From an optimization exercise on the open Yosys and OpenROAD flow, aimed at small area; shortcuts taken in it are not production practice.
Only simulation tests tie the RTL to the original design; equivalence was not proved.
The clock port is modelled as an ideal driver, which makes a skipped or thinned clock tree look cheaper than it is; a real chip needs a root buffer or a tree.
Power is estimated from default activity; no workload was simulated.

// VBEncoder
module VBEncoder(input CLK,
            input rst,
			input [7:0] INT4,input [7:0] INT3, input [7:0] INT2, input [7:0] INT1,
            input START,
            output READY,
			output [7:0] STREAM);
Size: about 44 I/O pins, roughly 490 sq um of cells after synthesis.
==> module VBEncoder, before the edit <==
module VBEncoder(input CLK,
            input rst,
			input [7:0] INT4,input [7:0] INT3, input [7:0] INT2, input [7:0] INT1,
            input START,
            output READY,
			output [7:0] STREAM);
wire [31:0] v = {INT4, INT3, INT2, INT1};
wire [6:0] g4 = {3'b000, v[31:28]};
wire [6:0] g3 = v[27:21];
wire [6:0] g2 = v[20:14];
wire [6:0] g1 = v[13:7];
wire [6:0] g0 = v[6:0];
reg [2:0] c;
reg [6:0] data;
wire idle  = ~c[1] & ~c[0];
wire load  = ~c[2] &  c[1] &  c[0];
wire sent4 = ~c[2] & ~c[1] &  c[0];
wire sent3 =  c[2] & ~c[1];
wire sent2 =  c[2] &  c[1] &  c[0];
wire sent1 =  c[2] & ~c[0];
wire sent0 = ~c[2] &  c[1] & ~c[0];
wire lr = load & ~rst;
wire t3 = lr & ~|g4;
wire t2 = t3 & ~|g3;
wire t1 = t2 & ~|g2;
wire t0 = t1 & ~|g1;
wire s4 = lr;
wire s3 = ~rst & sent4 | t3;
wire s2 = ~rst & sent3 | t2;
wire s1 = ~rst & sent2 | t1;
wire s0 = ~rst & sent1 | t0;
wire [2:0] n = rst ? 3'b000 : s0 ? 3'b010 : s1 ? 3'b110 : s2 ? 3'b111 : s3 ? 3'b101 :
               s4 ? 3'b001 : (idle & START) ? 3'b011 : 3'b000;
always @(posedge CLK) begin
	c <= n;
	data <= ({7{s4}} & g4) | ({7{s3}} & g3) | ({7{s2}} & g2) | ({7{s1}} & g1) | ({7{s0}} & g0);
end
assign READY = idle;
assign STREAM = {sent0, data};
endmodule
export LEC_CHECK = 0
export CAP_MARGIN = 0
export CORE_AREA = 3 3 65 65
export CTS_BUF_LIST = sky130_fd_sc_hd__clkbuf_2
export DIE_AREA = 0 0 68 68
export PLACE_DENSITY = 0.8
export SLEW_MARGIN = 0
create_clock -name core_clock -period 8.0 [get_ports {CLK}]
standard.sh (not shown) runs the stock make flow with config.mk's settings and CLKGATE_MAP_FILE= SYNTH_SCRIPT=/design/flow/synth_recipe.tcl, a recipe that flattens the netlist after the stock synthesis.
==> flow/flow/run.sh <==
#!/bin/bash
# Layout flow: the standard ORFS layout with these changes:
#  - synthesis: the standard synthesis script, except that the ABC call that
#    maps the combinational logic tries the area scripts in flow/abc/ and keeps
#    the smallest result (area_synth.tcl). The flip-flops must come out exactly
#    as in the standard synthesis (names and cells); if not, the standard
#    netlist is used.
#  - a peephole rewrite of the synthesized netlist (peephole.py), kept only
#    if Yosys proves it equivalent to the netlist before it.
#  - the port buffers are buf_1 rather than the cell buffer_ports picks.
#  - the clock tree is a single buffer (post_cts.tcl, run after CTS).
set -euo pipefail
HERE=$(pwd)
RES=$HERE/orfs/results/$FLOW_PLATFORM/VBEncoder/base
bash standard.sh synth > make_synth_standard.log 2>&1
cp $RES/1_2_yosys.v $HERE/yosys_standard.v
rm -f $RES/1_*
mkdir -p $HERE/area_synth
AREA_SYNTH_DIR=$HERE/flow/abc AREA_SYNTH_OUT=$HERE/area_synth \
  bash standard.sh SYNTH_SCRIPT=$HERE/flow/area_synth.tcl synth > make_synth_area.log 2>&1
flops() { grep -oE 'sky130_fd_sc_hd__[a-z]*df[a-z0-9_]* +[^ ]+' "$1" | sort; }
if ! diff <(flops $HERE/yosys_standard.v) <(flops $RES/1_2_yosys.v) > flops_diff.log; then
  echo "flip-flops differ from the standard synthesis; using the standard netlist" | tee -a flops_diff.log
  rm -f $RES/1_*
  bash standard.sh synth > make_synth_standard2.log 2>&1
fi
flops $RES/1_2_yosys.v > flops.log
cp $RES/1_2_yosys.v $HERE/yosys_area.v
sed 's/^module '$FLOW_TOP'(/module gold(/' $HERE/yosys_area.v > $HERE/peep_gold.v
cp $HERE/yosys_area.v $HERE/peep.v
python3 $HERE/flow/peephole.py $HERE/peep.v > peephole.log 2>&1 || cp $HERE/yosys_area.v $HERE/peep.v
sed -i 's/^module '$FLOW_TOP'(/module gate(/' $HERE/peep.v
if LIB=$FLOW_HOME/platforms/$FLOW_PLATFORM/lib/sky130_fd_sc_hd__tt_025C_1v80.lib GOLD=$HERE/peep_gold.v GATE=$HERE/peep.v \
     yosys -c $HERE/flow/equiv.ys.tcl >> peephole.log 2>&1; then
  sed 's/^module gate(/module '$FLOW_TOP'(/' $HERE/peep.v > $RES/1_2_yosys.v
  echo "peephole kept" >> peephole.log
else
  echo "peephole not proven; netlist left as synthesized" >> peephole.log
fi
ONE_CLKBUF=sky130_fd_sc_hd__clkbuf_4 bash standard.sh 'BUFFER_PORTS_ARGS=-buffer_cell sky130_fd_sc_hd__buf_1' "POST_CTS_TCL=$HERE/flow/post_cts.tcl" finish > make_finish.log 2>&1
Other scripts of this flow, unchanged in this note and not shown: flow/flow/abc/a.abc, flow/flow/abc/b.abc, flow/flow/abc/c.abc, flow/flow/abc/d.abc, flow/flow/abc/e.abc, flow/flow/area_synth.tcl, flow/flow/equiv.ys.tcl, flow/flow/peephole.py, flow/flow/post_cts.tcl
Then changed:
==> flow/design.v (replaced) <==
`timescale 1ns / 1ps
module VBEncoder(input CLK,
            input rst,
			input [7:0] INT4,input [7:0] INT3, input [7:0] INT2, input [7:0] INT1,
            input START,
            output READY,
			output [7:0] STREAM);
wire [31:0] v = {INT4, INT3, INT2, INT1};
wire [6:0] g4 = {3'b000, v[31:28]};
wire [6:0] g3 = v[27:21];
wire [6:0] g2 = v[20:14];
wire [6:0] g1 = v[13:7];
wire [6:0] g0 = v[6:0];
reg [2:0] c;
reg [6:0] data;
wire idle  = ~c[1] & ~c[0];
wire load  = ~c[2] & ~c[1] &  c[0];
wire sent4 = ~c[2] &  c[1] & ~c[0];
wire sent3 =  c[2] & ~c[0];
wire sent2 =  c[2] &  c[1] &  c[0];
wire sent1 =  c[2] & ~c[1];
wire sent0 = ~c[2] &  c[1] &  c[0];
wire lr = load & ~rst;
wire t3 = lr & ~|g4;
wire t2 = t3 & ~|g3;
wire t1 = t2 & ~|g2;
wire t0 = t1 & ~|g1;
wire s4 = lr;
wire s3 = ~rst & sent4 | t3;
wire s2 = ~rst & sent3 | t2;
wire s1 = ~rst & sent2 | t1;
wire s0 = ~rst & sent1 | t0;
wire [2:0] n = rst ? 3'b000 : s0 ? 3'b011 : s1 ? 3'b101 : s2 ? 3'b111 : s3 ? 3'b110 :
               s4 ? 3'b010 : (idle & START) ? 3'b001 : 3'b000;
always @(posedge CLK) begin
	c <= n;
	data <= ({7{s4}} & g4) | ({7{s3}} & g3) | ({7{s2}} & g2) | ({7{s1}} & g1) | ({7{s0}} & g0);
end
assign READY = idle;
assign STREAM = {sent0, data};
endmodule
Utilization stays flat.
Total power grows by 21%.
Cell count shrinks by 1.3%.
Wire length grows by 5.1%.
Sequential power grows by 14%.
Design area stays flat.

==> re-timing with driven ports <==
In the flow no input, the clock included, has a driving cell. The finished layouts below were timed again as built, in two steps. Step 1 (the two cells are an assumption about what drives the block):
set clk [get_ports {CLK}]
set_driving_cell -lib_cell sky130_fd_sc_hd__clkbuf_16 $clk
set_driving_cell -lib_cell sky130_fd_sc_hd__buf_2 [delete_from_list [all_inputs] $clk]
Step 2 adds t to the input delays and takes it off the output delays; t is the mean of the earliest and latest rising clock arrival at the registers after step 1. Input paths then give back, and output paths get back, about the clock's delay inside the block. Slacks: no drivers / after step 1 / after step 2; pairs: no drivers / after step 1.
run	t, ns	slack for setup (ns)	worst hold slack (ns)
the first run	0.195	4.818 / 4.816 / 4.621	0.573 / 0.573 / 0.573
the second run	0.183	4.185 / 4.181 / 3.998	0.723 / 0.723 / 0.723
After both steps every run listed still meets setup and hold. For the first run, which loses most, drivers alone change the setup slack by -0.002 ns; drivers and shift together by -0.197 ns.
